Background: an optimization exercise with open tools, aiming at small area. Do not read the settings as production practice. Function was not checked in any run shown here: the RTL went through the layout flow alone.

File: flow/flow/run.sh
#!/bin/bash
set -euo pipefail
export BUFFER_PORTS_ARGS="-buffer_cell sky130_fd_sc_hd__buf_1"
export CTS_ARGS="-sink_clustering_enable -repair_clock_nets -buf_list sky130_fd_sc_hd__clkbuf_16 -sink_clustering_size 24 -sink_clustering_max_diameter 80 -dont_use_dummy_load"
bash standard.sh > make_flow.log 2>&1
File: flow/constraint.sdc
create_clock -name core_clock -period 120.0 [get_ports {clk}]
set_input_delay 24.0000 -clock core_clock [delete_from_list [all_inputs] [get_ports {clk}]]
set_output_delay 24.0000 -clock core_clock [all_outputs]
set_load 0.01 [all_outputs]
File: flow/standard.sh
#!/bin/bash
# synth_recipe.tcl (not shown) runs the flow's synth.tcl, then flattens the netlist and writes it again
# the make line also repeats each setting of config.mk as NAME=value (left out here)
make -C /OpenROAD-flow-scripts/flow DESIGN_CONFIG=/design/flow/config.mk WORK_HOME=/design/flow/orfs CLKGATE_MAP_FILE= SYNTH_SCRIPT=/design/flow/synth_recipe.tcl "${@:-finish}"
File: flow/config.mk
export PLATFORM = sky130hd
export DESIGN_NAME = neural_compressor_top
export DESIGN_NICKNAME = neural_compressor_top
export VERILOG_FILES = /design/flow/design.v
export SDC_FILE = /design/flow/constraint.sdc
export NUM_CORES = 8
export LEC_CHECK = 0
export CAP_MARGIN = 20
export CORE_MARGIN = 2
export CORE_UTILIZATION = 75
export SLEW_MARGIN = 20
File: flow/design.v
package neural_compressor_pkg;
    parameter int DATA_WIDTH = 32;         
    typedef struct packed {
        logic [15:0] sample_count;
        logic [15:0] spike_count;
        logic [7:0]  compression_ratio;
        logic        overflow;
    } compress_stats_t;
endpackage
import neural_compressor_pkg::*;
module fixed_point_filter
(
    input  logic                    clk,
    input  logic                    rst_n,
    input  logic [DATA_WIDTH-1:0]   data_in,
    input  logic                    valid_in,
    output logic                    ready_out,
    output logic [DATA_WIDTH-1:0]   data_out,
    output logic                    valid_out,
    input  logic                    ready_in,
    input  logic                    taken,
    output logic [DATA_WIDTH-1:0]   delta_out
);
    logic [3:0] cnt;
    logic       fresh;     
    logic [31:0] xr;       
    logic [10:0] hx;       
    logic [13:0] hf;       
    logic [31:0] yr;       
    logic [31:0] s1, s2, s3, s4;  
    logic [31:0] dr;       
    logic        dz;       
    wire idle  = (cnt == 4'd0);
    wire outc  = (cnt == 4'd11);
    wire last  = outc & ~valid_out;
    wire shy   = (~idle & ~outc) | last;
    wire shs   = ((cnt >= 4'd4) & ~outc) | last;
    wire clrh  = idle | outc;
    wire c4    = (cnt == 4'd4);
    assign ready_out = idle;
    assign data_out  = yr;
    assign delta_out = dz ? 32'd0 : dr;
    always_ff @(posedge clk or negedge rst_n) begin
        if (!rst_n) begin
            cnt       <= 4'd0;
            valid_out <= 1'b0;
            fresh     <= 1'b1;
        end else begin
            valid_out <= outc;
            if (last) fresh <= 1'b0;
            if (idle) begin
                if (valid_in) cnt <= 4'd1;
            end else if (outc) begin
                if (ready_in) cnt <= 4'd0;
            end else begin
                cnt <= cnt + 4'd1;
            end
        end
    end
    wire [3:0] xs  = idle ? data_in[3:0] : xr[7:4];
    wire [3:0] hdx = idle ? 4'd0 : xr[3:0];
    wire [18:0] wx = {xs, hdx, hx};
    wire [7:0] yg  = fresh ? 8'd0 : yr[7:0];
    wire [3:0] fs  = clrh ? yg[3:0] : yg[7:4];
    wire [3:0] hdf = idle ? 4'd0 : yg[3:0];
    wire [21:0] wf = {fs, hdf, hf};
    logic cy1, cy2, cy3, cy4, cy6, cy7, cy8, cy9, cy10, cy12, cy13, cy14, cy16, cy17, cy18, cy19, cy20, cy21, cy22, cy23, cy25, cy26, cy27, cy28, cy29, cy30, cy31, cy33, cy34, cy35, cy36, cy37, cy39, cy40, cy41, cy42, cy43, cy44, cy45, cy46, cy47, cy49, cy50;
    wire [3:0] a1g = fresh ? 4'd0 : s1[3:0];
    wire [3:0] a2g = fresh ? 4'd0 : s2[3:0];
    wire [3:0] a3g = fresh ? 4'd0 : s3[3:0];
    wire [3:0] a4g = fresh ? 4'd0 : s4[3:0];
    wire [3:0] dg  = dz ? 4'd0 : dr[3:0];
    wire ci1 = cy1 & ~idle;
    wire [4:0] k1;
    wire [3:0] sm1;
    assign k1[0] = ci1;
    assign sm1[0] = wx[18:15][0] ^ wx[16:13][0] ^ k1[0];
    assign k1[1] = (wx[18:15][0] & wx[16:13][0]) | (k1[0] & (wx[18:15][0] ^ wx[16:13][0]));
    assign sm1[1] = wx[18:15][1] ^ wx[16:13][1] ^ k1[1];
    assign k1[2] = (wx[18:15][1] & wx[16:13][1]) | (k1[1] & (wx[18:15][1] ^ wx[16:13][1]));
    assign sm1[2] = wx[18:15][2] ^ wx[16:13][2] ^ k1[2];
    assign k1[3] = (wx[18:15][2] & wx[16:13][2]) | (k1[2] & (wx[18:15][2] ^ wx[16:13][2]));
    assign sm1[3] = wx[18:15][3] ^ wx[16:13][3] ^ k1[3];
    assign k1[4] = (wx[18:15][3] & wx[16:13][3]) | (k1[3] & (wx[18:15][3] ^ wx[16:13][3]));
    wire ci2 = cy2 & ~idle;
    wire [4:0] k2;
    wire [3:0] sm2;
    assign k2[0] = ci2;
    assign sm2[0] = sm1[0] ^ wx[14:11][0] ^ k2[0];
    assign k2[1] = (sm1[0] & wx[14:11][0]) | (k2[0] & (sm1[0] ^ wx[14:11][0]));
    assign sm2[1] = sm1[1] ^ wx[14:11][1] ^ k2[1];
    assign k2[2] = (sm1[1] & wx[14:11][1]) | (k2[1] & (sm1[1] ^ wx[14:11][1]));
    assign sm2[2] = sm1[2] ^ wx[14:11][2] ^ k2[2];
    assign k2[3] = (sm1[2] & wx[14:11][2]) | (k2[2] & (sm1[2] ^ wx[14:11][2]));
    assign sm2[3] = sm1[3] ^ wx[14:11][3] ^ k2[3];
    assign k2[4] = (sm1[3] & wx[14:11][3]) | (k2[3] & (sm1[3] ^ wx[14:11][3]));
    wire ci3 = cy3 & ~idle;
    wire [4:0] k3;
    wire [3:0] sm3;
    assign k3[0] = ci3;
    assign sm3[0] = sm2[0] ^ wx[11:8][0] ^ k3[0];
    assign k3[1] = (sm2[0] & wx[11:8][0]) | (k3[0] & (sm2[0] ^ wx[11:8][0]));
    assign sm3[1] = sm2[1] ^ wx[11:8][1] ^ k3[1];
    assign k3[2] = (sm2[1] & wx[11:8][1]) | (k3[1] & (sm2[1] ^ wx[11:8][1]));
    assign sm3[2] = sm2[2] ^ wx[11:8][2] ^ k3[2];
    assign k3[3] = (sm2[2] & wx[11:8][2]) | (k3[2] & (sm2[2] ^ wx[11:8][2]));
    assign sm3[3] = sm2[3] ^ wx[11:8][3] ^ k3[3];
    assign k3[4] = (sm2[3] & wx[11:8][3]) | (k3[3] & (sm2[3] ^ wx[11:8][3]));
    wire ci4 = cy4 & ~idle;
    wire [4:0] k4;
    wire [3:0] sm4;
    assign k4[0] = ci4;
    assign sm4[0] = sm3[0] ^ wx[9:6][0] ^ k4[0];
    assign k4[1] = (sm3[0] & wx[9:6][0]) | (k4[0] & (sm3[0] ^ wx[9:6][0]));
    assign sm4[1] = sm3[1] ^ wx[9:6][1] ^ k4[1];
    assign k4[2] = (sm3[1] & wx[9:6][1]) | (k4[1] & (sm3[1] ^ wx[9:6][1]));
    assign sm4[2] = sm3[2] ^ wx[9:6][2] ^ k4[2];
    assign k4[3] = (sm3[2] & wx[9:6][2]) | (k4[2] & (sm3[2] ^ wx[9:6][2]));
    assign sm4[3] = sm3[3] ^ wx[9:6][3] ^ k4[3];
    assign k4[4] = (sm3[3] & wx[9:6][3]) | (k4[3] & (sm3[3] ^ wx[9:6][3]));
    wire [3:0] n5 = ~sm4;
    wire ci6 = cy6 | idle;
    wire [4:0] k6;
    wire [3:0] sm6;
    assign k6[0] = ci6;
    assign sm6[0] = n5[0] ^ wx[6:3][0] ^ k6[0];
    assign k6[1] = (n5[0] & wx[6:3][0]) | (k6[0] & (n5[0] ^ wx[6:3][0]));
    assign sm6[1] = n5[1] ^ wx[6:3][1] ^ k6[1];
    assign k6[2] = (n5[1] & wx[6:3][1]) | (k6[1] & (n5[1] ^ wx[6:3][1]));
    assign sm6[2] = n5[2] ^ wx[6:3][2] ^ k6[2];
    assign k6[3] = (n5[2] & wx[6:3][2]) | (k6[2] & (n5[2] ^ wx[6:3][2]));
    assign sm6[3] = n5[3] ^ wx[6:3][3] ^ k6[3];
    assign k6[4] = (n5[3] & wx[6:3][3]) | (k6[3] & (n5[3] ^ wx[6:3][3]));
    wire ci7 = cy7 & ~idle;
    wire [4:0] k7;
    wire [3:0] sm7;
    assign k7[0] = ci7;
    assign sm7[0] = wx[15:12][0] ^ wx[13:10][0] ^ k7[0];
    assign k7[1] = (wx[15:12][0] & wx[13:10][0]) | (k7[0] & (wx[15:12][0] ^ wx[13:10][0]));
    assign sm7[1] = wx[15:12][1] ^ wx[13:10][1] ^ k7[1];
    assign k7[2] = (wx[15:12][1] & wx[13:10][1]) | (k7[1] & (wx[15:12][1] ^ wx[13:10][1]));
    assign sm7[2] = wx[15:12][2] ^ wx[13:10][2] ^ k7[2];
    assign k7[3] = (wx[15:12][2] & wx[13:10][2]) | (k7[2] & (wx[15:12][2] ^ wx[13:10][2]));
    assign sm7[3] = wx[15:12][3] ^ wx[13:10][3] ^ k7[3];
    assign k7[4] = (wx[15:12][3] & wx[13:10][3]) | (k7[3] & (wx[15:12][3] ^ wx[13:10][3]));
    wire ci8 = cy8 & ~idle;
    wire [4:0] k8;
    wire [3:0] sm8;
    assign k8[0] = ci8;
    assign sm8[0] = sm7[0] ^ wx[7:4][0] ^ k8[0];
    assign k8[1] = (sm7[0] & wx[7:4][0]) | (k8[0] & (sm7[0] ^ wx[7:4][0]));
    assign sm8[1] = sm7[1] ^ wx[7:4][1] ^ k8[1];
    assign k8[2] = (sm7[1] & wx[7:4][1]) | (k8[1] & (sm7[1] ^ wx[7:4][1]));
    assign sm8[2] = sm7[2] ^ wx[7:4][2] ^ k8[2];
    assign k8[3] = (sm7[2] & wx[7:4][2]) | (k8[2] & (sm7[2] ^ wx[7:4][2]));
    assign sm8[3] = sm7[3] ^ wx[7:4][3] ^ k8[3];
    assign k8[4] = (sm7[3] & wx[7:4][3]) | (k8[3] & (sm7[3] ^ wx[7:4][3]));
    wire ci9 = cy9 & ~idle;
    wire [4:0] k9;
    wire [3:0] sm9;
    assign k9[0] = ci9;
    assign sm9[0] = sm8[0] ^ wx[5:2][0] ^ k9[0];
    assign k9[1] = (sm8[0] & wx[5:2][0]) | (k9[0] & (sm8[0] ^ wx[5:2][0]));
    assign sm9[1] = sm8[1] ^ wx[5:2][1] ^ k9[1];
    assign k9[2] = (sm8[1] & wx[5:2][1]) | (k9[1] & (sm8[1] ^ wx[5:2][1]));
    assign sm9[2] = sm8[2] ^ wx[5:2][2] ^ k9[2];
    assign k9[3] = (sm8[2] & wx[5:2][2]) | (k9[2] & (sm8[2] ^ wx[5:2][2]));
    assign sm9[3] = sm8[3] ^ wx[5:2][3] ^ k9[3];
    assign k9[4] = (sm8[3] & wx[5:2][3]) | (k9[3] & (sm8[3] ^ wx[5:2][3]));
    wire ci10 = cy10 & ~idle;
    wire [4:0] k10;
    wire [3:0] sm10;
    assign k10[0] = ci10;
    assign sm10[0] = sm9[0] ^ wx[3:0][0] ^ k10[0];
    assign k10[1] = (sm9[0] & wx[3:0][0]) | (k10[0] & (sm9[0] ^ wx[3:0][0]));
    assign sm10[1] = sm9[1] ^ wx[3:0][1] ^ k10[1];
    assign k10[2] = (sm9[1] & wx[3:0][1]) | (k10[1] & (sm9[1] ^ wx[3:0][1]));
    assign sm10[2] = sm9[2] ^ wx[3:0][2] ^ k10[2];
    assign k10[3] = (sm9[2] & wx[3:0][2]) | (k10[2] & (sm9[2] ^ wx[3:0][2]));
    assign sm10[3] = sm9[3] ^ wx[3:0][3] ^ k10[3];
    assign k10[4] = (sm9[3] & wx[3:0][3]) | (k10[3] & (sm9[3] ^ wx[3:0][3]));
    wire [3:0] n11 = ~sm10;
    wire ci12 = cy12 | idle;
    wire [4:0] k12;
    wire [3:0] sm12;
    assign k12[0] = ci12;
    assign sm12[0] = n11[0] ^ wx[17:14][0] ^ k12[0];
    assign k12[1] = (n11[0] & wx[17:14][0]) | (k12[0] & (n11[0] ^ wx[17:14][0]));
    assign sm12[1] = n11[1] ^ wx[17:14][1] ^ k12[1];
    assign k12[2] = (n11[1] & wx[17:14][1]) | (k12[1] & (n11[1] ^ wx[17:14][1]));
    assign sm12[2] = n11[2] ^ wx[17:14][2] ^ k12[2];
    assign k12[3] = (n11[2] & wx[17:14][2]) | (k12[2] & (n11[2] ^ wx[17:14][2]));
    assign sm12[3] = n11[3] ^ wx[17:14][3] ^ k12[3];
    assign k12[4] = (n11[3] & wx[17:14][3]) | (k12[3] & (n11[3] ^ wx[17:14][3]));
    wire ci13 = cy13 & ~idle;
    wire [4:0] k13;
    wire [3:0] sm13;
    assign k13[0] = ci13;
    assign sm13[0] = sm12[0] ^ wx[11:8][0] ^ k13[0];
    assign k13[1] = (sm12[0] & wx[11:8][0]) | (k13[0] & (sm12[0] ^ wx[11:8][0]));
    assign sm13[1] = sm12[1] ^ wx[11:8][1] ^ k13[1];
    assign k13[2] = (sm12[1] & wx[11:8][1]) | (k13[1] & (sm12[1] ^ wx[11:8][1]));
    assign sm13[2] = sm12[2] ^ wx[11:8][2] ^ k13[2];
    assign k13[3] = (sm12[2] & wx[11:8][2]) | (k13[2] & (sm12[2] ^ wx[11:8][2]));
    assign sm13[3] = sm12[3] ^ wx[11:8][3] ^ k13[3];
    assign k13[4] = (sm12[3] & wx[11:8][3]) | (k13[3] & (sm12[3] ^ wx[11:8][3]));
    wire ci14 = cy14 & ~idle;
    wire [4:0] k14;
    wire [3:0] sm14;
    assign k14[0] = ci14;
    assign sm14[0] = sm13[0] ^ wx[9:6][0] ^ k14[0];
    assign k14[1] = (sm13[0] & wx[9:6][0]) | (k14[0] & (sm13[0] ^ wx[9:6][0]));
    assign sm14[1] = sm13[1] ^ wx[9:6][1] ^ k14[1];
    assign k14[2] = (sm13[1] & wx[9:6][1]) | (k14[1] & (sm13[1] ^ wx[9:6][1]));
    assign sm14[2] = sm13[2] ^ wx[9:6][2] ^ k14[2];
    assign k14[3] = (sm13[2] & wx[9:6][2]) | (k14[2] & (sm13[2] ^ wx[9:6][2]));
    assign sm14[3] = sm13[3] ^ wx[9:6][3] ^ k14[3];
    assign k14[4] = (sm13[3] & wx[9:6][3]) | (k14[3] & (sm13[3] ^ wx[9:6][3]));
    wire [3:0] n15 = ~wf[9:6];
    wire ci16 = cy16 & ~idle;
    wire [4:0] k16;
    wire [3:0] sm16;
    assign k16[0] = ci16;
    assign sm16[0] = n15[0] ^ wf[19:16][0] ^ k16[0];
    assign k16[1] = (n15[0] & wf[19:16][0]) | (k16[0] & (n15[0] ^ wf[19:16][0]));
    assign sm16[1] = n15[1] ^ wf[19:16][1] ^ k16[1];
    assign k16[2] = (n15[1] & wf[19:16][1]) | (k16[1] & (n15[1] ^ wf[19:16][1]));
    assign sm16[2] = n15[2] ^ wf[19:16][2] ^ k16[2];
    assign k16[3] = (n15[2] & wf[19:16][2]) | (k16[2] & (n15[2] ^ wf[19:16][2]));
    assign sm16[3] = n15[3] ^ wf[19:16][3] ^ k16[3];
    assign k16[4] = (n15[3] & wf[19:16][3]) | (k16[3] & (n15[3] ^ wf[19:16][3]));
    wire ci17 = cy17 & ~idle;
    wire [4:0] k17;
    wire [3:0] sm17;
    assign k17[0] = ci17;
    assign sm17[0] = sm16[0] ^ wf[16:13][0] ^ k17[0];
    assign k17[1] = (sm16[0] & wf[16:13][0]) | (k17[0] & (sm16[0] ^ wf[16:13][0]));
    assign sm17[1] = sm16[1] ^ wf[16:13][1] ^ k17[1];
    assign k17[2] = (sm16[1] & wf[16:13][1]) | (k17[1] & (sm16[1] ^ wf[16:13][1]));
    assign sm17[2] = sm16[2] ^ wf[16:13][2] ^ k17[2];
    assign k17[3] = (sm16[2] & wf[16:13][2]) | (k17[2] & (sm16[2] ^ wf[16:13][2]));
    assign sm17[3] = sm16[3] ^ wf[16:13][3] ^ k17[3];
    assign k17[4] = (sm16[3] & wf[16:13][3]) | (k17[3] & (sm16[3] ^ wf[16:13][3]));
    wire ci18 = cy18 & ~idle;
    wire [4:0] k18;
    wire [3:0] sm18;
    assign k18[0] = ci18;
    assign sm18[0] = sm17[0] ^ wf[14:11][0] ^ k18[0];
    assign k18[1] = (sm17[0] & wf[14:11][0]) | (k18[0] & (sm17[0] ^ wf[14:11][0]));
    assign sm18[1] = sm17[1] ^ wf[14:11][1] ^ k18[1];
    assign k18[2] = (sm17[1] & wf[14:11][1]) | (k18[1] & (sm17[1] ^ wf[14:11][1]));
    assign sm18[2] = sm17[2] ^ wf[14:11][2] ^ k18[2];
    assign k18[3] = (sm17[2] & wf[14:11][2]) | (k18[2] & (sm17[2] ^ wf[14:11][2]));
    assign sm18[3] = sm17[3] ^ wf[14:11][3] ^ k18[3];
    assign k18[4] = (sm17[3] & wf[14:11][3]) | (k18[3] & (sm17[3] ^ wf[14:11][3]));
    wire ci19 = cy19 & ~idle;
    wire [4:0] k19;
    wire [3:0] sm19;
    assign k19[0] = ci19;
    assign sm19[0] = sm18[0] ^ wf[6:3][0] ^ k19[0];
    assign k19[1] = (sm18[0] & wf[6:3][0]) | (k19[0] & (sm18[0] ^ wf[6:3][0]));
    assign sm19[1] = sm18[1] ^ wf[6:3][1] ^ k19[1];
    assign k19[2] = (sm18[1] & wf[6:3][1]) | (k19[1] & (sm18[1] ^ wf[6:3][1]));
    assign sm19[2] = sm18[2] ^ wf[6:3][2] ^ k19[2];
    assign k19[3] = (sm18[2] & wf[6:3][2]) | (k19[2] & (sm18[2] ^ wf[6:3][2]));
    assign sm19[3] = sm18[3] ^ wf[6:3][3] ^ k19[3];
    assign k19[4] = (sm18[3] & wf[6:3][3]) | (k19[3] & (sm18[3] ^ wf[6:3][3]));
    wire ci20 = cy20 & ~idle;
    wire [4:0] k20;
    wire [3:0] sm20;
    assign k20[0] = ci20;
    assign sm20[0] = sm19[0] ^ wf[4:1][0] ^ k20[0];
    assign k20[1] = (sm19[0] & wf[4:1][0]) | (k20[0] & (sm19[0] ^ wf[4:1][0]));
    assign sm20[1] = sm19[1] ^ wf[4:1][1] ^ k20[1];
    assign k20[2] = (sm19[1] & wf[4:1][1]) | (k20[1] & (sm19[1] ^ wf[4:1][1]));
    assign sm20[2] = sm19[2] ^ wf[4:1][2] ^ k20[2];
    assign k20[3] = (sm19[2] & wf[4:1][2]) | (k20[2] & (sm19[2] ^ wf[4:1][2]));
    assign sm20[3] = sm19[3] ^ wf[4:1][3] ^ k20[3];
    assign k20[4] = (sm19[3] & wf[4:1][3]) | (k20[3] & (sm19[3] ^ wf[4:1][3]));
    wire ci21 = cy21 & ~idle;
    wire [4:0] k21;
    wire [3:0] sm21;
    assign k21[0] = ci21;
    assign sm21[0] = wf[20:17][0] ^ wf[17:14][0] ^ k21[0];
    assign k21[1] = (wf[20:17][0] & wf[17:14][0]) | (k21[0] & (wf[20:17][0] ^ wf[17:14][0]));
    assign sm21[1] = wf[20:17][1] ^ wf[17:14][1] ^ k21[1];
    assign k21[2] = (wf[20:17][1] & wf[17:14][1]) | (k21[1] & (wf[20:17][1] ^ wf[17:14][1]));
    assign sm21[2] = wf[20:17][2] ^ wf[17:14][2] ^ k21[2];
    assign k21[3] = (wf[20:17][2] & wf[17:14][2]) | (k21[2] & (wf[20:17][2] ^ wf[17:14][2]));
    assign sm21[3] = wf[20:17][3] ^ wf[17:14][3] ^ k21[3];
    assign k21[4] = (wf[20:17][3] & wf[17:14][3]) | (k21[3] & (wf[20:17][3] ^ wf[17:14][3]));
    wire ci22 = cy22 & ~idle;
    wire [4:0] k22;
    wire [3:0] sm22;
    assign k22[0] = ci22;
    assign sm22[0] = sm21[0] ^ wf[15:12][0] ^ k22[0];
    assign k22[1] = (sm21[0] & wf[15:12][0]) | (k22[0] & (sm21[0] ^ wf[15:12][0]));
    assign sm22[1] = sm21[1] ^ wf[15:12][1] ^ k22[1];
    assign k22[2] = (sm21[1] & wf[15:12][1]) | (k22[1] & (sm21[1] ^ wf[15:12][1]));
    assign sm22[2] = sm21[2] ^ wf[15:12][2] ^ k22[2];
    assign k22[3] = (sm21[2] & wf[15:12][2]) | (k22[2] & (sm21[2] ^ wf[15:12][2]));
    assign sm22[3] = sm21[3] ^ wf[15:12][3] ^ k22[3];
    assign k22[4] = (sm21[3] & wf[15:12][3]) | (k22[3] & (sm21[3] ^ wf[15:12][3]));
    wire ci23 = cy23 & ~idle;
    wire [4:0] k23;
    wire [3:0] sm23;
    assign k23[0] = ci23;
    assign sm23[0] = sm22[0] ^ wf[3:0][0] ^ k23[0];
    assign k23[1] = (sm22[0] & wf[3:0][0]) | (k23[0] & (sm22[0] ^ wf[3:0][0]));
    assign sm23[1] = sm22[1] ^ wf[3:0][1] ^ k23[1];
    assign k23[2] = (sm22[1] & wf[3:0][1]) | (k23[1] & (sm22[1] ^ wf[3:0][1]));
    assign sm23[2] = sm22[2] ^ wf[3:0][2] ^ k23[2];
    assign k23[3] = (sm22[2] & wf[3:0][2]) | (k23[2] & (sm22[2] ^ wf[3:0][2]));
    assign sm23[3] = sm22[3] ^ wf[3:0][3] ^ k23[3];
    assign k23[4] = (sm22[3] & wf[3:0][3]) | (k23[3] & (sm22[3] ^ wf[3:0][3]));
    wire [3:0] n24 = ~sm23;
    wire ci25 = cy25 & ~idle;
    wire [4:0] k25;
    wire [3:0] sm25;
    assign k25[0] = ci25;
    assign sm25[0] = n24[0] ^ wf[10:7][0] ^ k25[0];
    assign k25[1] = (n24[0] & wf[10:7][0]) | (k25[0] & (n24[0] ^ wf[10:7][0]));
    assign sm25[1] = n24[1] ^ wf[10:7][1] ^ k25[1];
    assign k25[2] = (n24[1] & wf[10:7][1]) | (k25[1] & (n24[1] ^ wf[10:7][1]));
    assign sm25[2] = n24[2] ^ wf[10:7][2] ^ k25[2];
    assign k25[3] = (n24[2] & wf[10:7][2]) | (k25[2] & (n24[2] ^ wf[10:7][2]));
    assign sm25[3] = n24[3] ^ wf[10:7][3] ^ k25[3];
    assign k25[4] = (n24[3] & wf[10:7][3]) | (k25[3] & (n24[3] ^ wf[10:7][3]));
    wire ci26 = cy26 & ~idle;
    wire [4:0] k26;
    wire [3:0] sm26;
    assign k26[0] = ci26;
    assign sm26[0] = sm25[0] ^ wf[7:4][0] ^ k26[0];
    assign k26[1] = (sm25[0] & wf[7:4][0]) | (k26[0] & (sm25[0] ^ wf[7:4][0]));
    assign sm26[1] = sm25[1] ^ wf[7:4][1] ^ k26[1];
    assign k26[2] = (sm25[1] & wf[7:4][1]) | (k26[1] & (sm25[1] ^ wf[7:4][1]));
    assign sm26[2] = sm25[2] ^ wf[7:4][2] ^ k26[2];
    assign k26[3] = (sm25[2] & wf[7:4][2]) | (k26[2] & (sm25[2] ^ wf[7:4][2]));
    assign sm26[3] = sm25[3] ^ wf[7:4][3] ^ k26[3];
    assign k26[4] = (sm25[3] & wf[7:4][3]) | (k26[3] & (sm25[3] ^ wf[7:4][3]));
    wire ci27 = cy27 & ~idle;
    wire [4:0] k27;
    wire [3:0] sm27;
    assign k27[0] = ci27;
    assign sm27[0] = sm26[0] ^ wf[5:2][0] ^ k27[0];
    assign k27[1] = (sm26[0] & wf[5:2][0]) | (k27[0] & (sm26[0] ^ wf[5:2][0]));
    assign sm27[1] = sm26[1] ^ wf[5:2][1] ^ k27[1];
    assign k27[2] = (sm26[1] & wf[5:2][1]) | (k27[1] & (sm26[1] ^ wf[5:2][1]));
    assign sm27[2] = sm26[2] ^ wf[5:2][2] ^ k27[2];
    assign k27[3] = (sm26[2] & wf[5:2][2]) | (k27[2] & (sm26[2] ^ wf[5:2][2]));
    assign sm27[3] = sm26[3] ^ wf[5:2][3] ^ k27[3];
    assign k27[4] = (sm26[3] & wf[5:2][3]) | (k27[3] & (sm26[3] ^ wf[5:2][3]));
    wire ci28 = cy28 & ~idle;
    wire [4:0] k28;
    wire [3:0] sm28;
    assign k28[0] = ci28;
    assign sm28[0] = wf[21:18][0] ^ wf[17:14][0] ^ k28[0];
    assign k28[1] = (wf[21:18][0] & wf[17:14][0]) | (k28[0] & (wf[21:18][0] ^ wf[17:14][0]));
    assign sm28[1] = wf[21:18][1] ^ wf[17:14][1] ^ k28[1];
    assign k28[2] = (wf[21:18][1] & wf[17:14][1]) | (k28[1] & (wf[21:18][1] ^ wf[17:14][1]));
    assign sm28[2] = wf[21:18][2] ^ wf[17:14][2] ^ k28[2];
    assign k28[3] = (wf[21:18][2] & wf[17:14][2]) | (k28[2] & (wf[21:18][2] ^ wf[17:14][2]));
    assign sm28[3] = wf[21:18][3] ^ wf[17:14][3] ^ k28[3];
    assign k28[4] = (wf[21:18][3] & wf[17:14][3]) | (k28[3] & (wf[21:18][3] ^ wf[17:14][3]));
    wire ci29 = cy29 & ~idle;
    wire [4:0] k29;
    wire [3:0] sm29;
    assign k29[0] = ci29;
    assign sm29[0] = sm28[0] ^ wf[13:10][0] ^ k29[0];
    assign k29[1] = (sm28[0] & wf[13:10][0]) | (k29[0] & (sm28[0] ^ wf[13:10][0]));
    assign sm29[1] = sm28[1] ^ wf[13:10][1] ^ k29[1];
    assign k29[2] = (sm28[1] & wf[13:10][1]) | (k29[1] & (sm28[1] ^ wf[13:10][1]));
    assign sm29[2] = sm28[2] ^ wf[13:10][2] ^ k29[2];
    assign k29[3] = (sm28[2] & wf[13:10][2]) | (k29[2] & (sm28[2] ^ wf[13:10][2]));
    assign sm29[3] = sm28[3] ^ wf[13:10][3] ^ k29[3];
    assign k29[4] = (sm28[3] & wf[13:10][3]) | (k29[3] & (sm28[3] ^ wf[13:10][3]));
    wire ci30 = cy30 & ~idle;
    wire [4:0] k30;
    wire [3:0] sm30;
    assign k30[0] = ci30;
    assign sm30[0] = sm29[0] ^ wf[9:6][0] ^ k30[0];
    assign k30[1] = (sm29[0] & wf[9:6][0]) | (k30[0] & (sm29[0] ^ wf[9:6][0]));
    assign sm30[1] = sm29[1] ^ wf[9:6][1] ^ k30[1];
    assign k30[2] = (sm29[1] & wf[9:6][1]) | (k30[1] & (sm29[1] ^ wf[9:6][1]));
    assign sm30[2] = sm29[2] ^ wf[9:6][2] ^ k30[2];
    assign k30[3] = (sm29[2] & wf[9:6][2]) | (k30[2] & (sm29[2] ^ wf[9:6][2]));
    assign sm30[3] = sm29[3] ^ wf[9:6][3] ^ k30[3];
    assign k30[4] = (sm29[3] & wf[9:6][3]) | (k30[3] & (sm29[3] ^ wf[9:6][3]));
    wire ci31 = cy31 & ~idle;
    wire [4:0] k31;
    wire [3:0] sm31;
    assign k31[0] = ci31;
    assign sm31[0] = sm30[0] ^ wf[7:4][0] ^ k31[0];
    assign k31[1] = (sm30[0] & wf[7:4][0]) | (k31[0] & (sm30[0] ^ wf[7:4][0]));
    assign sm31[1] = sm30[1] ^ wf[7:4][1] ^ k31[1];
    assign k31[2] = (sm30[1] & wf[7:4][1]) | (k31[1] & (sm30[1] ^ wf[7:4][1]));
    assign sm31[2] = sm30[2] ^ wf[7:4][2] ^ k31[2];
    assign k31[3] = (sm30[2] & wf[7:4][2]) | (k31[2] & (sm30[2] ^ wf[7:4][2]));
    assign sm31[3] = sm30[3] ^ wf[7:4][3] ^ k31[3];
    assign k31[4] = (sm30[3] & wf[7:4][3]) | (k31[3] & (sm30[3] ^ wf[7:4][3]));
    wire [3:0] n32 = ~sm31;
    wire ci33 = cy33 & ~idle;
    wire [4:0] k33;
    wire [3:0] sm33;
    assign k33[0] = ci33;
    assign sm33[0] = n32[0] ^ wf[19:16][0] ^ k33[0];
    assign k33[1] = (n32[0] & wf[19:16][0]) | (k33[0] & (n32[0] ^ wf[19:16][0]));
    assign sm33[1] = n32[1] ^ wf[19:16][1] ^ k33[1];
    assign k33[2] = (n32[1] & wf[19:16][1]) | (k33[1] & (n32[1] ^ wf[19:16][1]));
    assign sm33[2] = n32[2] ^ wf[19:16][2] ^ k33[2];
    assign k33[3] = (n32[2] & wf[19:16][2]) | (k33[2] & (n32[2] ^ wf[19:16][2]));
    assign sm33[3] = n32[3] ^ wf[19:16][3] ^ k33[3];
    assign k33[4] = (n32[3] & wf[19:16][3]) | (k33[3] & (n32[3] ^ wf[19:16][3]));
    wire ci34 = cy34 & ~idle;
    wire [4:0] k34;
    wire [3:0] sm34;
    assign k34[0] = ci34;
    assign sm34[0] = sm33[0] ^ wf[15:12][0] ^ k34[0];
    assign k34[1] = (sm33[0] & wf[15:12][0]) | (k34[0] & (sm33[0] ^ wf[15:12][0]));
    assign sm34[1] = sm33[1] ^ wf[15:12][1] ^ k34[1];
    assign k34[2] = (sm33[1] & wf[15:12][1]) | (k34[1] & (sm33[1] ^ wf[15:12][1]));
    assign sm34[2] = sm33[2] ^ wf[15:12][2] ^ k34[2];
    assign k34[3] = (sm33[2] & wf[15:12][2]) | (k34[2] & (sm33[2] ^ wf[15:12][2]));
    assign sm34[3] = sm33[3] ^ wf[15:12][3] ^ k34[3];
    assign k34[4] = (sm33[3] & wf[15:12][3]) | (k34[3] & (sm33[3] ^ wf[15:12][3]));
    wire ci35 = cy35 & ~idle;
    wire [4:0] k35;
    wire [3:0] sm35;
    assign k35[0] = ci35;
    assign sm35[0] = sm34[0] ^ wf[11:8][0] ^ k35[0];
    assign k35[1] = (sm34[0] & wf[11:8][0]) | (k35[0] & (sm34[0] ^ wf[11:8][0]));
    assign sm35[1] = sm34[1] ^ wf[11:8][1] ^ k35[1];
    assign k35[2] = (sm34[1] & wf[11:8][1]) | (k35[1] & (sm34[1] ^ wf[11:8][1]));
    assign sm35[2] = sm34[2] ^ wf[11:8][2] ^ k35[2];
    assign k35[3] = (sm34[2] & wf[11:8][2]) | (k35[2] & (sm34[2] ^ wf[11:8][2]));
    assign sm35[3] = sm34[3] ^ wf[11:8][3] ^ k35[3];
    assign k35[4] = (sm34[3] & wf[11:8][3]) | (k35[3] & (sm34[3] ^ wf[11:8][3]));
    wire ci36 = cy36 & ~idle;
    wire [4:0] k36;
    wire [3:0] sm36;
    assign k36[0] = ci36;
    assign sm36[0] = sm35[0] ^ wf[4:1][0] ^ k36[0];
    assign k36[1] = (sm35[0] & wf[4:1][0]) | (k36[0] & (sm35[0] ^ wf[4:1][0]));
    assign sm36[1] = sm35[1] ^ wf[4:1][1] ^ k36[1];
    assign k36[2] = (sm35[1] & wf[4:1][1]) | (k36[1] & (sm35[1] ^ wf[4:1][1]));
    assign sm36[2] = sm35[2] ^ wf[4:1][2] ^ k36[2];
    assign k36[3] = (sm35[2] & wf[4:1][2]) | (k36[2] & (sm35[2] ^ wf[4:1][2]));
    assign sm36[3] = sm35[3] ^ wf[4:1][3] ^ k36[3];
    assign k36[4] = (sm35[3] & wf[4:1][3]) | (k36[3] & (sm35[3] ^ wf[4:1][3]));
    wire ci37 = cy37 & ~idle;
    wire [4:0] k37;
    wire [3:0] sm37;
    assign k37[0] = ci37;
    assign sm37[0] = wf[21:18][0] ^ wf[7:4][0] ^ k37[0];
    assign k37[1] = (wf[21:18][0] & wf[7:4][0]) | (k37[0] & (wf[21:18][0] ^ wf[7:4][0]));
    assign sm37[1] = wf[21:18][1] ^ wf[7:4][1] ^ k37[1];
    assign k37[2] = (wf[21:18][1] & wf[7:4][1]) | (k37[1] & (wf[21:18][1] ^ wf[7:4][1]));
    assign sm37[2] = wf[21:18][2] ^ wf[7:4][2] ^ k37[2];
    assign k37[3] = (wf[21:18][2] & wf[7:4][2]) | (k37[2] & (wf[21:18][2] ^ wf[7:4][2]));
    assign sm37[3] = wf[21:18][3] ^ wf[7:4][3] ^ k37[3];
    assign k37[4] = (wf[21:18][3] & wf[7:4][3]) | (k37[3] & (wf[21:18][3] ^ wf[7:4][3]));
    wire [3:0] n38 = ~sm37;
    wire ci39 = cy39 & ~idle;
    wire [4:0] k39;
    wire [3:0] sm39;
    assign k39[0] = ci39;
    assign sm39[0] = n38[0] ^ wf[17:14][0] ^ k39[0];
    assign k39[1] = (n38[0] & wf[17:14][0]) | (k39[0] & (n38[0] ^ wf[17:14][0]));
    assign sm39[1] = n38[1] ^ wf[17:14][1] ^ k39[1];
    assign k39[2] = (n38[1] & wf[17:14][1]) | (k39[1] & (n38[1] ^ wf[17:14][1]));
    assign sm39[2] = n38[2] ^ wf[17:14][2] ^ k39[2];
    assign k39[3] = (n38[2] & wf[17:14][2]) | (k39[2] & (n38[2] ^ wf[17:14][2]));
    assign sm39[3] = n38[3] ^ wf[17:14][3] ^ k39[3];
    assign k39[4] = (n38[3] & wf[17:14][3]) | (k39[3] & (n38[3] ^ wf[17:14][3]));
    wire ci40 = cy40 & ~idle;
    wire [4:0] k40;
    wire [3:0] sm40;
    assign k40[0] = ci40;
    assign sm40[0] = sm39[0] ^ wf[14:11][0] ^ k40[0];
    assign k40[1] = (sm39[0] & wf[14:11][0]) | (k40[0] & (sm39[0] ^ wf[14:11][0]));
    assign sm40[1] = sm39[1] ^ wf[14:11][1] ^ k40[1];
    assign k40[2] = (sm39[1] & wf[14:11][1]) | (k40[1] & (sm39[1] ^ wf[14:11][1]));
    assign sm40[2] = sm39[2] ^ wf[14:11][2] ^ k40[2];
    assign k40[3] = (sm39[2] & wf[14:11][2]) | (k40[2] & (sm39[2] ^ wf[14:11][2]));
    assign sm40[3] = sm39[3] ^ wf[14:11][3] ^ k40[3];
    assign k40[4] = (sm39[3] & wf[14:11][3]) | (k40[3] & (sm39[3] ^ wf[14:11][3]));
    wire ci41 = cy41 & ~idle;
    wire [4:0] k41;
    wire [3:0] sm41;
    assign k41[0] = ci41;
    assign sm41[0] = sm40[0] ^ wf[12:9][0] ^ k41[0];
    assign k41[1] = (sm40[0] & wf[12:9][0]) | (k41[0] & (sm40[0] ^ wf[12:9][0]));
    assign sm41[1] = sm40[1] ^ wf[12:9][1] ^ k41[1];
    assign k41[2] = (sm40[1] & wf[12:9][1]) | (k41[1] & (sm40[1] ^ wf[12:9][1]));
    assign sm41[2] = sm40[2] ^ wf[12:9][2] ^ k41[2];
    assign k41[3] = (sm40[2] & wf[12:9][2]) | (k41[2] & (sm40[2] ^ wf[12:9][2]));
    assign sm41[3] = sm40[3] ^ wf[12:9][3] ^ k41[3];
    assign k41[4] = (sm40[3] & wf[12:9][3]) | (k41[3] & (sm40[3] ^ wf[12:9][3]));
    wire ci42 = cy42 & ~c4;
    wire [4:0] k42;
    wire [3:0] sm42;
    assign k42[0] = ci42;
    assign sm42[0] = a1g[0] ^ sm6[0] ^ k42[0];
    assign k42[1] = (a1g[0] & sm6[0]) | (k42[0] & (a1g[0] ^ sm6[0]));
    assign sm42[1] = a1g[1] ^ sm6[1] ^ k42[1];
    assign k42[2] = (a1g[1] & sm6[1]) | (k42[1] & (a1g[1] ^ sm6[1]));
    assign sm42[2] = a1g[2] ^ sm6[2] ^ k42[2];
    assign k42[3] = (a1g[2] & sm6[2]) | (k42[2] & (a1g[2] ^ sm6[2]));
    assign sm42[3] = a1g[3] ^ sm6[3] ^ k42[3];
    assign k42[4] = (a1g[3] & sm6[3]) | (k42[3] & (a1g[3] ^ sm6[3]));
    wire ci43 = cy43 | c4;
    wire [4:0] k43;
    wire [3:0] sm43;
    assign k43[0] = ci43;
    assign sm43[0] = a2g[0] ^ sm20[0] ^ k43[0];
    assign k43[1] = (a2g[0] & sm20[0]) | (k43[0] & (a2g[0] ^ sm20[0]));
    assign sm43[1] = a2g[1] ^ sm20[1] ^ k43[1];
    assign k43[2] = (a2g[1] & sm20[1]) | (k43[1] & (a2g[1] ^ sm20[1]));
    assign sm43[2] = a2g[2] ^ sm20[2] ^ k43[2];
    assign k43[3] = (a2g[2] & sm20[2]) | (k43[2] & (a2g[2] ^ sm20[2]));
    assign sm43[3] = a2g[3] ^ sm20[3] ^ k43[3];
    assign k43[4] = (a2g[3] & sm20[3]) | (k43[3] & (a2g[3] ^ sm20[3]));
    wire ci44 = cy44 | c4;
    wire [4:0] k44;
    wire [3:0] sm44;
    assign k44[0] = ci44;
    assign sm44[0] = a3g[0] ^ sm14[0] ^ k44[0];
    assign k44[1] = (a3g[0] & sm14[0]) | (k44[0] & (a3g[0] ^ sm14[0]));
    assign sm44[1] = a3g[1] ^ sm14[1] ^ k44[1];
    assign k44[2] = (a3g[1] & sm14[1]) | (k44[1] & (a3g[1] ^ sm14[1]));
    assign sm44[2] = a3g[2] ^ sm14[2] ^ k44[2];
    assign k44[3] = (a3g[2] & sm14[2]) | (k44[2] & (a3g[2] ^ sm14[2]));
    assign sm44[3] = a3g[3] ^ sm14[3] ^ k44[3];
    assign k44[4] = (a3g[3] & sm14[3]) | (k44[3] & (a3g[3] ^ sm14[3]));
    wire ci45 = cy45 & ~c4;
    wire [4:0] k45;
    wire [3:0] sm45;
    assign k45[0] = ci45;
    assign sm45[0] = sm44[0] ^ sm27[0] ^ k45[0];
    assign k45[1] = (sm44[0] & sm27[0]) | (k45[0] & (sm44[0] ^ sm27[0]));
    assign sm45[1] = sm44[1] ^ sm27[1] ^ k45[1];
    assign k45[2] = (sm44[1] & sm27[1]) | (k45[1] & (sm44[1] ^ sm27[1]));
    assign sm45[2] = sm44[2] ^ sm27[2] ^ k45[2];
    assign k45[3] = (sm44[2] & sm27[2]) | (k45[2] & (sm44[2] ^ sm27[2]));
    assign sm45[3] = sm44[3] ^ sm27[3] ^ k45[3];
    assign k45[4] = (sm44[3] & sm27[3]) | (k45[3] & (sm44[3] ^ sm27[3]));
    wire ci46 = cy46 | c4;
    wire [4:0] k46;
    wire [3:0] sm46;
    assign k46[0] = ci46;
    assign sm46[0] = a4g[0] ^ sm36[0] ^ k46[0];
    assign k46[1] = (a4g[0] & sm36[0]) | (k46[0] & (a4g[0] ^ sm36[0]));
    assign sm46[1] = a4g[1] ^ sm36[1] ^ k46[1];
    assign k46[2] = (a4g[1] & sm36[1]) | (k46[1] & (a4g[1] ^ sm36[1]));
    assign sm46[2] = a4g[2] ^ sm36[2] ^ k46[2];
    assign k46[3] = (a4g[2] & sm36[2]) | (k46[2] & (a4g[2] ^ sm36[2]));
    assign sm46[3] = a4g[3] ^ sm36[3] ^ k46[3];
    assign k46[4] = (a4g[3] & sm36[3]) | (k46[3] & (a4g[3] ^ sm36[3]));
    wire ci47 = cy47 | c4;
    wire [4:0] k47;
    wire [3:0] sm47;
    assign k47[0] = ci47;
    assign sm47[0] = sm6[0] ^ sm41[0] ^ k47[0];
    assign k47[1] = (sm6[0] & sm41[0]) | (k47[0] & (sm6[0] ^ sm41[0]));
    assign sm47[1] = sm6[1] ^ sm41[1] ^ k47[1];
    assign k47[2] = (sm6[1] & sm41[1]) | (k47[1] & (sm6[1] ^ sm41[1]));
    assign sm47[2] = sm6[2] ^ sm41[2] ^ k47[2];
    assign k47[3] = (sm6[2] & sm41[2]) | (k47[2] & (sm6[2] ^ sm41[2]));
    assign sm47[3] = sm6[3] ^ sm41[3] ^ k47[3];
    assign k47[4] = (sm6[3] & sm41[3]) | (k47[3] & (sm6[3] ^ sm41[3]));
    wire [3:0] n48 = ~hf[5:2];
    wire ci49 = cy49 | c4;
    wire [4:0] k49;
    wire [3:0] sm49;
    assign k49[0] = ci49;
    assign sm49[0] = dg[0] ^ sm42[0] ^ k49[0];
    assign k49[1] = (dg[0] & sm42[0]) | (k49[0] & (dg[0] ^ sm42[0]));
    assign sm49[1] = dg[1] ^ sm42[1] ^ k49[1];
    assign k49[2] = (dg[1] & sm42[1]) | (k49[1] & (dg[1] ^ sm42[1]));
    assign sm49[2] = dg[2] ^ sm42[2] ^ k49[2];
    assign k49[3] = (dg[2] & sm42[2]) | (k49[2] & (dg[2] ^ sm42[2]));
    assign sm49[3] = dg[3] ^ sm42[3] ^ k49[3];
    assign k49[4] = (dg[3] & sm42[3]) | (k49[3] & (dg[3] ^ sm42[3]));
    wire ci50 = cy50 & ~c4;
    wire [4:0] k50;
    wire [3:0] sm50;
    assign k50[0] = ci50;
    assign sm50[0] = sm49[0] ^ n48[0] ^ k50[0];
    assign k50[1] = (sm49[0] & n48[0]) | (k50[0] & (sm49[0] ^ n48[0]));
    assign sm50[1] = sm49[1] ^ n48[1] ^ k50[1];
    assign k50[2] = (sm49[1] & n48[1]) | (k50[1] & (sm49[1] ^ n48[1]));
    assign sm50[2] = sm49[2] ^ n48[2] ^ k50[2];
    assign k50[3] = (sm49[2] & n48[2]) | (k50[2] & (sm49[2] ^ n48[2]));
    assign sm50[3] = sm49[3] ^ n48[3] ^ k50[3];
    assign k50[4] = (sm49[3] & n48[3]) | (k50[3] & (sm49[3] ^ n48[3]));
    always_ff @(posedge clk) begin
        xr <= idle ? data_in : {{4{xr[31]}}, xr[31:4]};
        hx <= clrh ? 11'd0 : {xr[3:0], hx[10:4]};
        hf <= clrh ? 14'd0 : {yg[3:0], hf[13:4]};
        cy1 <= k1[4];
        cy2 <= k2[4];
        cy3 <= k3[4];
        cy4 <= k4[4];
        cy6 <= k6[4];
        cy7 <= k7[4];
        cy8 <= k8[4];
        cy9 <= k9[4];
        cy10 <= k10[4];
        cy12 <= k12[4];
        cy13 <= k13[4];
        cy14 <= k14[4];
        cy16 <= k16[4];
        cy17 <= k17[4];
        cy18 <= k18[4];
        cy19 <= k19[4];
        cy20 <= k20[4];
        cy21 <= k21[4];
        cy22 <= k22[4];
        cy23 <= k23[4];
        cy25 <= k25[4];
        cy26 <= k26[4];
        cy27 <= k27[4];
        cy28 <= k28[4];
        cy29 <= k29[4];
        cy30 <= k30[4];
        cy31 <= k31[4];
        cy33 <= k33[4];
        cy34 <= k34[4];
        cy35 <= k35[4];
        cy36 <= k36[4];
        cy37 <= k37[4];
        cy39 <= k39[4];
        cy40 <= k40[4];
        cy41 <= k41[4];
        cy42 <= k42[4];
        cy43 <= k43[4];
        cy44 <= k44[4];
        cy45 <= k45[4];
        cy46 <= k46[4];
        cy47 <= k47[4];
        cy49 <= k49[4];
        cy50 <= k50[4];
        if (taken) dz <= 1'b1;
        else if (last) dz <= 1'b0;
        if (shy) yr <= {(cnt <= 4'd3) ? {4{yr[31]}} : sm42, yr[31:4]};
        if (shs) begin
            s1 <= {sm43, s1[31:4]};
            s2 <= {sm45, s2[31:4]};
            s3 <= {sm46, s3[31:4]};
            s4 <= {sm47, s4[31:4]};
            dr <= {sm50, dr[31:4]};
        end
    end
endmodule
import neural_compressor_pkg::*;
module spike_detector
(
    input  logic                    clk,
    input  logic                    rst_n,
    input  logic [DATA_WIDTH-1:0]   data_in,
    input  logic                    valid_in,
    output logic                    spike_detected,
    output logic                    valid_out,
    input  logic                    ready_in,
    input  logic [DATA_WIDTH-1:0]   threshold,
    output logic [15:0]             spike_count
);
    logic [4:0] wcnt;
    logic       window_full;
    logic       spike_flag;
    logic [3:0] refractory_counter;
    wire take = valid_in & ready_in;
    wire        neg = data_in[DATA_WIDTH-1];
    wire [31:0] mag = data_in ^ {32{neg}};
    wire [32:0] cmp = {1'b0, mag} + {1'b0, ~threshold} + {32'd0, neg};
    wire threshold_exceeded = cmp[32];
    always_ff @(posedge clk or negedge rst_n) begin
        if (!rst_n) begin
            wcnt <= '0;
            window_full <= '0;
            spike_count <= '0;
            spike_flag <= '0;
            refractory_counter <= '0;
            spike_detected <= '0;
            valid_out <= '0;
        end else begin
            valid_out <= take | (valid_out & valid_in & ~ready_in);
            if (take) begin
                spike_detected <= spike_flag;
                if (!window_full) begin
                    wcnt <= wcnt + 5'd1;
                    window_full <= (wcnt == 5'd31);
                end
                if (refractory_counter != 4'd0) begin
                    refractory_counter <= refractory_counter - 4'd1;
                    spike_flag <= 1'b0;
                end else if (threshold_exceeded && window_full) begin
                    spike_flag <= 1'b1;
                    spike_count <= spike_count + 16'd1;
                    refractory_counter <= 4'd8;
                end else begin
                    spike_flag <= 1'b0;
                end
            end else begin
                spike_flag <= 1'b0;
            end
        end
    end
endmodule
import neural_compressor_pkg::*;
module delta_compressor
(
    input  logic                    clk,
    input  logic                    rst_n,
    input  logic [DATA_WIDTH-1:0]   data_in,
    input  logic [DATA_WIDTH-1:0]   delta_in,      
    input  logic                    spike_in,
    input  logic                    valid_in,
    input  logic                    ready_in,
    output logic [DATA_WIDTH-1:0]   compressed_out,
    output logic [1:0]              packet_type,   
    output logic                    valid_out,
    output neural_compressor_pkg::compress_stats_t stats,
    output logic                    take
);
    logic first_sample;
    logic [15:0] sample_cnt, spike_cnt;
    logic ratio_set;
    assign take = valid_in & ready_in;
    wire raw  = spike_in | first_sample;
    always_ff @(posedge clk or negedge rst_n) begin
        if (!rst_n) begin
            compressed_out <= '0;
            packet_type <= '0;
            valid_out <= '0;
            first_sample <= '1;
            sample_cnt <= '0;
            spike_cnt <= '0;
            ratio_set <= '0;
        end else begin
            valid_out <= take;
            ratio_set <= 1'b1;
            sample_cnt <= sample_cnt + {15'd0, valid_out};
            spike_cnt <= spike_cnt + {15'd0, valid_out & packet_type[1] & ~packet_type[0]};
            if (take) begin
                compressed_out <= raw ? data_in : delta_in;
                packet_type <= {raw, ~spike_in & first_sample};
                first_sample <= 1'b0;
            end
        end
    end
    assign stats.sample_count = sample_cnt;
    assign stats.spike_count = spike_cnt;
    assign stats.compression_ratio = {1'b0, ratio_set, ratio_set, 2'b00, ratio_set, 2'b00};
    assign stats.overflow = 1'b0;
endmodule
import neural_compressor_pkg::*;
module neural_compressor_top
(
    input  logic        clk,
    input  logic        rst_n,
    input  logic [DATA_WIDTH-1:0]   s_axis_tdata,
    input  logic                    s_axis_tvalid,
    output logic                    s_axis_tready,
    input  logic                    s_axis_tlast,
    output logic [DATA_WIDTH-1:0]   m_axis_tdata,
    output logic [1:0]              m_axis_tuser,   
    output logic                    m_axis_tvalid,
    input  logic                    m_axis_tready,
    output logic                    m_axis_tlast,
    input  logic [DATA_WIDTH-1:0]   cfg_threshold,
    input  logic                    cfg_enable,
    output neural_compressor_pkg::compress_stats_t         stats,
    output logic [15:0]             spike_count
);
    logic [DATA_WIDTH-1:0] filtered_data;
    logic filtered_valid;
    logic spike_detected;
    logic detected_valid;
    logic [DATA_WIDTH-1:0] delta;
    logic taken;
    fixed_point_filter u_filter (
        .clk        (clk),
        .rst_n      (rst_n),
        .data_in    (s_axis_tdata),
        .valid_in   (s_axis_tvalid && cfg_enable),
        .ready_out  (s_axis_tready),
        .data_out   (filtered_data),
        .valid_out  (filtered_valid),
        .ready_in   (m_axis_tready),
        .taken      (taken),
        .delta_out  (delta)
    );
    spike_detector u_detector (
        .clk            (clk),
        .rst_n          (rst_n),
        .data_in        (filtered_data),
        .valid_in       (filtered_valid),
        .spike_detected (spike_detected),
        .valid_out      (detected_valid),
        .ready_in       (m_axis_tready),
        .threshold      (cfg_threshold),
        .spike_count    (spike_count)
    );
    delta_compressor u_compressor (
        .clk            (clk),
        .rst_n          (rst_n),
        .data_in        (filtered_data),
        .delta_in       (delta),
        .spike_in       (spike_detected),
        .valid_in       (detected_valid),
        .ready_in       (m_axis_tready),
        .compressed_out (m_axis_tdata),
        .packet_type    (m_axis_tuser),
        .valid_out      (m_axis_tvalid),
        .stats          (stats),
        .take           (taken)
    );
    logic tlast_pending;
    always_ff @(posedge clk or negedge rst_n) begin
        if (!rst_n) begin
            tlast_pending <= '0;
            m_axis_tlast <= '0;
        end else begin
            if (s_axis_tvalid && s_axis_tready && s_axis_tlast)
                tlast_pending <= '1;
            if (m_axis_tvalid && m_axis_tready && tlast_pending) begin
                m_axis_tlast <= '1;
                tlast_pending <= '0;
            end else begin
                m_axis_tlast <= '0;
            end
        end
    end
endmodule
==> impl_results.md, run 1 <==
* H-tree depth at 1
* Worst skew pair latency at 520 ps
* Pins Over Slew Limit at 0
* Placement-stage cell area at between 15000 and 20000 um^2
* Final Util at between 80% and 90%
* Worst hold start: u_filter.s3[19]
* Antenna cells at 0
* Avg Cell Area, Syn at roughly 14 um^2
* Detailed router's first-iteration violation count at between 700 and 800
* Placed Instances at 1766
* Post-synth cell types at 51
* Placer Congestion at 0.811
* CTS tree: yes
* Area leader, netlist: edfxtp_1
* Design area at 19300 um^2
* I/O Pins at 164
* Seq/Total Area, Yosys at approximately 58%
* Clock slew at reported path FFs at 90 ps
* # fillers at 1285
* Max-Cap Viols at 0
* Worst slew margin at 30.8%
* Run status: finished clean
* Clk_skew at 32.1 ps
* Tightest Pin Transition at 1040 ps
* Reg2Reg Setup Slack at 112400 ps
* Die X-Extent at 159 um
* Placeable Area at 23500 um^2
* Setup TNS Final at 0 ps
* Initial antenna violation count at 0
* Yosys reg bits at 396
* Commonest cells after routing, fill and taps aside: 193 x edfxtp_1, 163 x nand2_1, 156 x buf_1, 152 x fa_1, 127 x inv_1
* Non-filler cells, final at 1787
* Number of global-route vias before repair at around 10000
* Slowest CP cell: or4_4
* Worst Hold End: u_filter.s3[15]
* TritonCTS buffer count at 20
* RSZ-0062 raised after global routing: no
* CP Cell Sequence: buf_1 > inv_1 > ha_1 > nand4b_4 > or4_4 > or4_4 > a31oi_4 > o21ai_2 > mux2_4
* Share of cells above drive strength 1 at 4.02%
* Post-DP HPWL at roughly 23 mm
* Post-Syn Instances at 1322
* Post-CTS setup repair buffer count at 0
* Overflow after GRT at 0
* Die area at 25100 um^2
* Dpl ws at slightly above 90000 ps
* Via density per instance at 5.54
* Cell repeated most along the worst path: or4_4
* Post-cts hold buffer count at 0
* WP data arrival at around 27000 ps
* Vias at 9907
* Largest net degree at the start of global routing at 87
* Post-cts sizing count at 0
* Top cells by area, synth: edfxtp_1 32%, fa_1 17%, dfrtp_1 15%, dfxtp_1 11%, nand2_1 3.5%
* Post-Synthesis Cell Area at between 15000 and 20000 um^2
* Layout net count at about 1700
* Final setup margin at 93800 ps
* Hold_ws at 385 ps
* FF-to-FF Start: u_filter.cnt[0]
* Initial DRT Pass Iterations at 7
* Endpoints failing setup at 0
* EDFF count, synth at just under 200
* Die H at 159 um
* Hold Path Class: reg -> reg
* Routed Antenna Nets at 0
* Routed len/inst at between 15 and 20 um
* Share of the synthesized area in the top cell type at 32.3%
* Fin crit period at 26200 ps
* CP Capture Type: flop
* Fraction of registers with async set/reset at 26.8%
* Period utilisation layout at 21.8%
* Starting Density at 76.3%
* First-pass GRT wire length at 51.6 mm
* Hold Crit Depth at 0
* Row count at 56
* CP peak stage delay at 550 ps
* Root Driver: clkbuf_16
* Worst r2r path cells at 18
* Worst endpoint required time at approximately 120000 ps
* Area Growth Syn to Fin at 7.96%
* Hold Vio Cnt, Final at 0
* Fmax at 38.2 MHz
* CTS max path bufs at 3
* Max FO, Critical Path at 15
* Post-Route WL at 32.6 mm
* CP Class: in -> reg
* Port Buffers at 157
* TritonCTS sink count at 396
* Synth Flop Type: edfxtp_1
* CP Launch Type: input port
* DRC Markers at 0
* Most common cell after layout, fill and taps aside: edfxtp_1
* Ys Warns at 4
* Total track usage at a little over a quarter
* R2R Path End: u_filter.s3[31]
logic make-up (layout without fill, tap and decap cells):
group | count (synthesis) | after routing | share of synthesized area, %
other cells | 2 | 7 | 0.0419
flops | 396 | 396 | 58.0
simple gates | 348 | 348 | 9.85
xor+xnor | 77 | 77 | 3.76
buf+inv | 176 | 317 | 3.93
mux | 9 | 9 | 0.559
compound gates | 123 | 123 | 4.15
fa+ha+maj | 191 | 191 | 19.7
worst max-delay path: cells and delay by family:
family                   cells  cell delay, ps
AO/OA/AOI/OAI                2             680
adder cells (fa/ha/maj)      1             320
buffers and inverters        2             110
AND/OR/NAND/NOR              3            1180
multiplexers                 1             320
layer usage:
layer	share of wire [%]	GRT usage (%)	up-vias
met1	42	37.5	4917
met5	0	0	-
li1	-	-	4608
met3	5.8	3.43	43
met4	2.2	7.21	0
met2	50	46.7	339
state kept, by name, indices dropped and copies added, names as in the netlist, 2 cells and up:
register,count
u_filter.s2,32
u_filter.s1,32
u_detector.refractory_counter,4
u_filter.yr,32
u_filter.s4,32
u_filter.s3,32
u_filter.hf,14
u_compressor.spike_cnt,16
u_compressor.compressed_out,32
u_compressor.sample_cnt,16
u_filter.cnt,4
u_filter.hx,11
u_filter.dr,32
u_detector.spike_count,16
u_detector.wcnt,5
u_filter.xr,32
u_compressor.packet_type,2
cell usage after synthesis (all sizes together), types with 5 or more instances:
cell type / instances
nand2: 165
nor3b: 32
a21o: 5
nand2b: 17
xnor2: 34
dfrtp: 104
mux2: 5
nor2b: 13
nand4: 5
o211ai: 7
fa: 152
o21ai: 48
a21oi: 48
nand3: 14
edfxtp: 193
clkbuf: 33
xor2: 43
dfxtp: 97
and3: 33
nor2: 23
buf: 15
ha: 39
and2: 29
inv: 128
worst max-delay path by stage:
| stage | start | endpoint | slack, ps | cells past startpoint |
|---|---|---|---|---|
| 2_1_floorplan | cfg_threshold[29] | u_detector.spike_count[1] | 93750 | 8 |
| 3_3_place_gp | cfg_threshold[29] | u_detector.spike_count[1] | 93300 | 9 |
| 3_5_place_dp | cfg_threshold[29] | u_detector.spike_count[1] | 93270 | 9 |
| 4_1_cts | cfg_threshold[29] | u_detector.spike_count[1] | 93810 | 9 |
| 5_1_grt | cfg_threshold[25] | u_detector.spike_count[1] | 93700 | 9 |
| 6_report | cfg_threshold[29] | u_detector.spike_count[1] | 93800 | 9 |
final cells by class:
type | count | area, um^2 | share of cell area, %
sequential | 396 | 10400 | 53.7
timing repair buffer | 169 | 703 | 3.63
clock buffer | 20 | 500 | 2.59
inverter | 128 | 480 | 2.48
multi-input combinational | 755 | 6870 | 35.5
tap | 319 | 399 | 2.06
==> run 2, diff against run 1 <==
--- a/flow/config.mk
+++ b/flow/config.mk
@@ -9,3 +9,3 @@
 export CORE_MARGIN = 2
-export CORE_UTILIZATION = 75
+export CORE_UTILIZATION = 85
 export SLEW_MARGIN = 20
==> run 2 against run 1 <==
  * Still clean on timing, DRC and antenna
  * Design area down 0.43%
  * Non-clock buffer count down 2
  * Routed wire length up 30%
  * Area after synthesis unchanged
  * Via count up 12%
  * Critical path depth down 4
  * Cell count down 2.6%
  * Critical endpoint is now s_axis_tready
==> impl_results.md, run 2 <==
* Worst endpoint required time at 96000 ps (-24410 ps)
* Share of cells above drive strength 1 at 3.89% (-0.13 points)
* CTS max path bufs at 3 (unchanged)
* FF+latch area at 10400 um^2 (unchanged)
* Buffers & Inverters on Critical Path at 3 (+1)
* Run status: finished clean
* Placement-stage cell area at 18700 um^2 (-0.33%)
* Post-cts sizing count at 0 (unchanged)
* Hold Path Class: reg -> reg
* Worst slew margin at 30.1% (-0.68 points)
* R2R Path End: u_filter.s2[31]
* Clock slew at reported path FFs at 90 ps (about the same)
* Reg2Reg Setup Slack at 111730 ps (-670 ps)
* I/O Pins at 164 (unchanged)
* # fillers at 649 (-49%)
* CP Capture Type: primary output
* Largest net degree at the start of global routing at 93 (+6.9%)
* Fin crit period at 26670 ps (+465 ps)
* Root Driver: clkbuf_16
* Post-cts hold buffer count at 0 (unchanged)
* Row count at 53 (-5.4%)
* Port Buffers at 157 (unchanged)
* RSZ-0062 raised after global routing: no
* Detailed router's first-iteration violation count at 1094 (+42%)
* Synth cell count leaders: 193 x edfxtp_1, 165 x nand2_1, 152 x fa_1
* Ys Warns at 4 (unchanged)
* Synth Flop Type: edfxtp_1
* TritonCTS buffer count at 20 (unchanged)
* Worst Hold End: u_filter.s1[16]
* Initial DRT Pass Iterations at 5 (-2)
* TritonCTS sink count at 396 (unchanged)
* Placer Congestion at 0.824 (+1.5%)
* Die area at 22300 um^2 (-11%)
* Vias at 11058 (+12%)
* Hold Vio Cnt, Final at 0 (unchanged)
* Initial antenna violation count at 0 (unchanged)
* Die H at 149 um (-5.9%)
* CP Launch Type: flop
* Die X-Extent at 149 um (-5.9%)
* Hold_ws at 402 ps (+17.2 ps)
* Endpoints failing setup at 0 (unchanged)
* Placeable Area at 20800 um^2 (-11%)
* Period utilisation layout at 22.2% (+0.39 points)
* Overflow after GRT at 0 (unchanged)
* Multi-input gate area at 6870 um^2 (about the same)
* CTS tree: yes
* Fraction of registers with async set/reset at 26.8% (unchanged)
* WP data arrival at 2670 ps (-23940 ps)
* Routed len/inst at 24.3 um (+33%)
* CP Class: reg -> out
* Design area at 19300 um^2 (-0.43%)
* Setup TNS Final at 0 ps (unchanged)
* Yosys reg bits at 396 (unchanged)
* Post-Synthesis Cell Area at 17900 um^2 (unchanged)
* Post-Route WL at 42.4 mm (+30%)
* Via density per instance at 6.35 (+15%)
* Post-Syn Instances at 1322 (unchanged)
* First-pass GRT wire length at 65.1 mm (+26%)
* Worst hold start: u_filter.s1[20]
* Hold Crit Depth at 0 (unchanged)
* Commonest cells after routing, fill and taps aside: 193 x edfxtp_1, 163 x nand2_1, 156 x buf_1, 152 x fa_1, 127 x inv_1
* FF-to-FF Start: u_filter.cnt[0]
* Area Growth Syn to Fin at 7.49%
* Clk_skew at 18.7 ps (-13.4 ps)
* CP peak stage delay at 710 ps (+160 ps)
* Top cells by area, synth: edfxtp_1 32%, fa_1 17%, dfrtp_1 15%, dfxtp_1 11%, nand2_1 3.5%
* Number of global-route vias before repair at 11402 (+13%)
* Worst r2r path cells at 19 (+1)
* Worst skew pair latency at 520 ps (about the same)
* Seq/Total Area, Yosys at 58.0% (unchanged)
* Post-CTS setup repair buffer count at 0 (unchanged)
* Area leader, netlist: edfxtp_1
* H-tree depth at 1 (unchanged)
* Fmax at 37.5 MHz (-1.7%)
* Slowest CP cell: inv_2
* Most common cell after layout, fill and taps aside: edfxtp_1
* Total track usage at 39.8% (+13 points)
* Post-synth cell types at 51 (unchanged)
* Post-DP HPWL at 26.0 mm (+15%)
* CP Cell Sequence: inv_1 > ha_1 > nand2_2 > inv_2 > buf_1
* Avg Cell Area, Syn at 13.6 um^2 (unchanged)
* DRC Markers at 0 (unchanged)
* Layout net count at 1729 (-0.12%)
* Antenna cells at 0 (unchanged)
* Critical path depth in cells at 5 (-4)
* EDFF count, synth at 193 (unchanged)
* Max FO, Critical Path at 38 (+23)
* Delay-heaviest family, CP: buffers and inverters
* Pins Over Slew Limit at 0 (unchanged)
* Cell with the most instances after synthesis: edfxtp_1
* Routed Antenna Nets at 0 (unchanged)
* Tightest Pin Transition at 1050 ps (+10.1 ps)
* Starting Density at 86.1% (+9.7 points)
* Share of the synthesized area in the top cell type at 32.3% (unchanged)
* Max-Cap Viols at 0 (unchanged)
==> run 2: worst max-delay path by stage <==
stage | endpoint | start | slack [ps]
floorplan | u_detector.spike_count[1] | cfg_threshold[29] | 93750
global placement | u_detector.spike_count[1] | cfg_threshold[30] | 93300
detailed placement | u_detector.spike_count[1] | cfg_threshold[29] | 93220
CTS | s_axis_tready | u_filter.cnt[0] | 93380
global route | s_axis_tready | u_filter.cnt[0] | 93240
finish | s_axis_tready | u_filter.cnt[0] | 93330
==> run 2: routing by layer <==
| metal | part of all wire (%) | wire, um | up-vias | track usage (%) |
|---|---|---|---|---|
| li1 | - | - | 4596 | - |
| met1 | 35 | 14700 | 5496 | 51.8 |
| met2 | 51 | 21500 | 801 | 68.0 |
| met3 | 8.9 | 3760 | 165 | 6.18 |
| met4 | 5.5 | 2340 | 0 | 17.6 |
| met5 | 0 | 0 | - | 0 |
==> run 2: cell families after synthesis <==
family / Yosys count / synth area share (%)
flops: 396 / 58.0
simple gates: 348 / 9.85
fa+ha+maj: 191 / 19.7
buf+inv: 176 / 3.93
compound gates: 123 / 4.15
xor+xnor: 77 / 3.76
mux: 9 / 0.559
other cells: 2 / 0.0419
==> run 2: layout make-up <==
cell class                 count  area share (%)
multi-input combinational    755            35.7
inverter                     128            2.49
timing repair buffer         167            3.49
clock buffer                  20            2.60
tap                          275            1.79
sequential                   396            54.0
==> run 2: through the flow <==
stage	std cells	setup WS (ps)	util, %
after detailed placement	1721	93220	90.0
after CTS	1741	93380	92.4
after floorplan	1327	93750	-
after global routing	1741	93240	92.5
final	1741	93330	92.5
after global placement	1721	93300	90.0
==> run 2: worst register-to-register path: stages (launching register included) <==
cell	delay [ps]
dfrtp_1	440
inv_1	100
ha_1	270
nand2_2	450
buf_4	570
and2_1	300
fa_1	460
fa_1	520
fa_1	510
fa_1	560
inv_1	80
fa_1	500
fa_1	550
fa_1	480
fa_1	510
fa_1	620
inv_1	150
fa_1	470
inv_1	90
fa_1	400

==> separate check: timing with driven ports <==
The flow's constraints put no driver on any port. The routed layouts listed below were extracted and timed again, unchanged, in two steps.
Step 1 sets driving cells, clkbuf_16 on the clock port and buf_2 on the other inputs (assumed; they add their load-dependent delay and slew).
Step 2 adds t to the input delays and takes it off the output delays; t is the mean of the earliest and latest rising clock arrival at the registers after step 1. Input paths then give back, and output paths get back, about the clock's delay inside the block.
Slacks: ideal ports / drivers / drivers and shift; pairs: ideal ports / drivers.
| run | t, ns | slack for setup (ns) | worst setup path at the end | latest minus earliest clock arrival (ns) |
|---|---|---|---|---|
| run 1 | 0.549 | 93.797 / 93.819 / 93.269 | input to register | 0.034 / 0.033 |
| run 2 | 0.568 | 93.333 / 93.282 / 93.215 | input to register | 0.025 / 0.025 |
After both steps setup and hold are still met in every run listed. For run 1, which loses most, drivers alone change the setup slack by +0.022 ns; drivers and shift together by -0.528 ns.
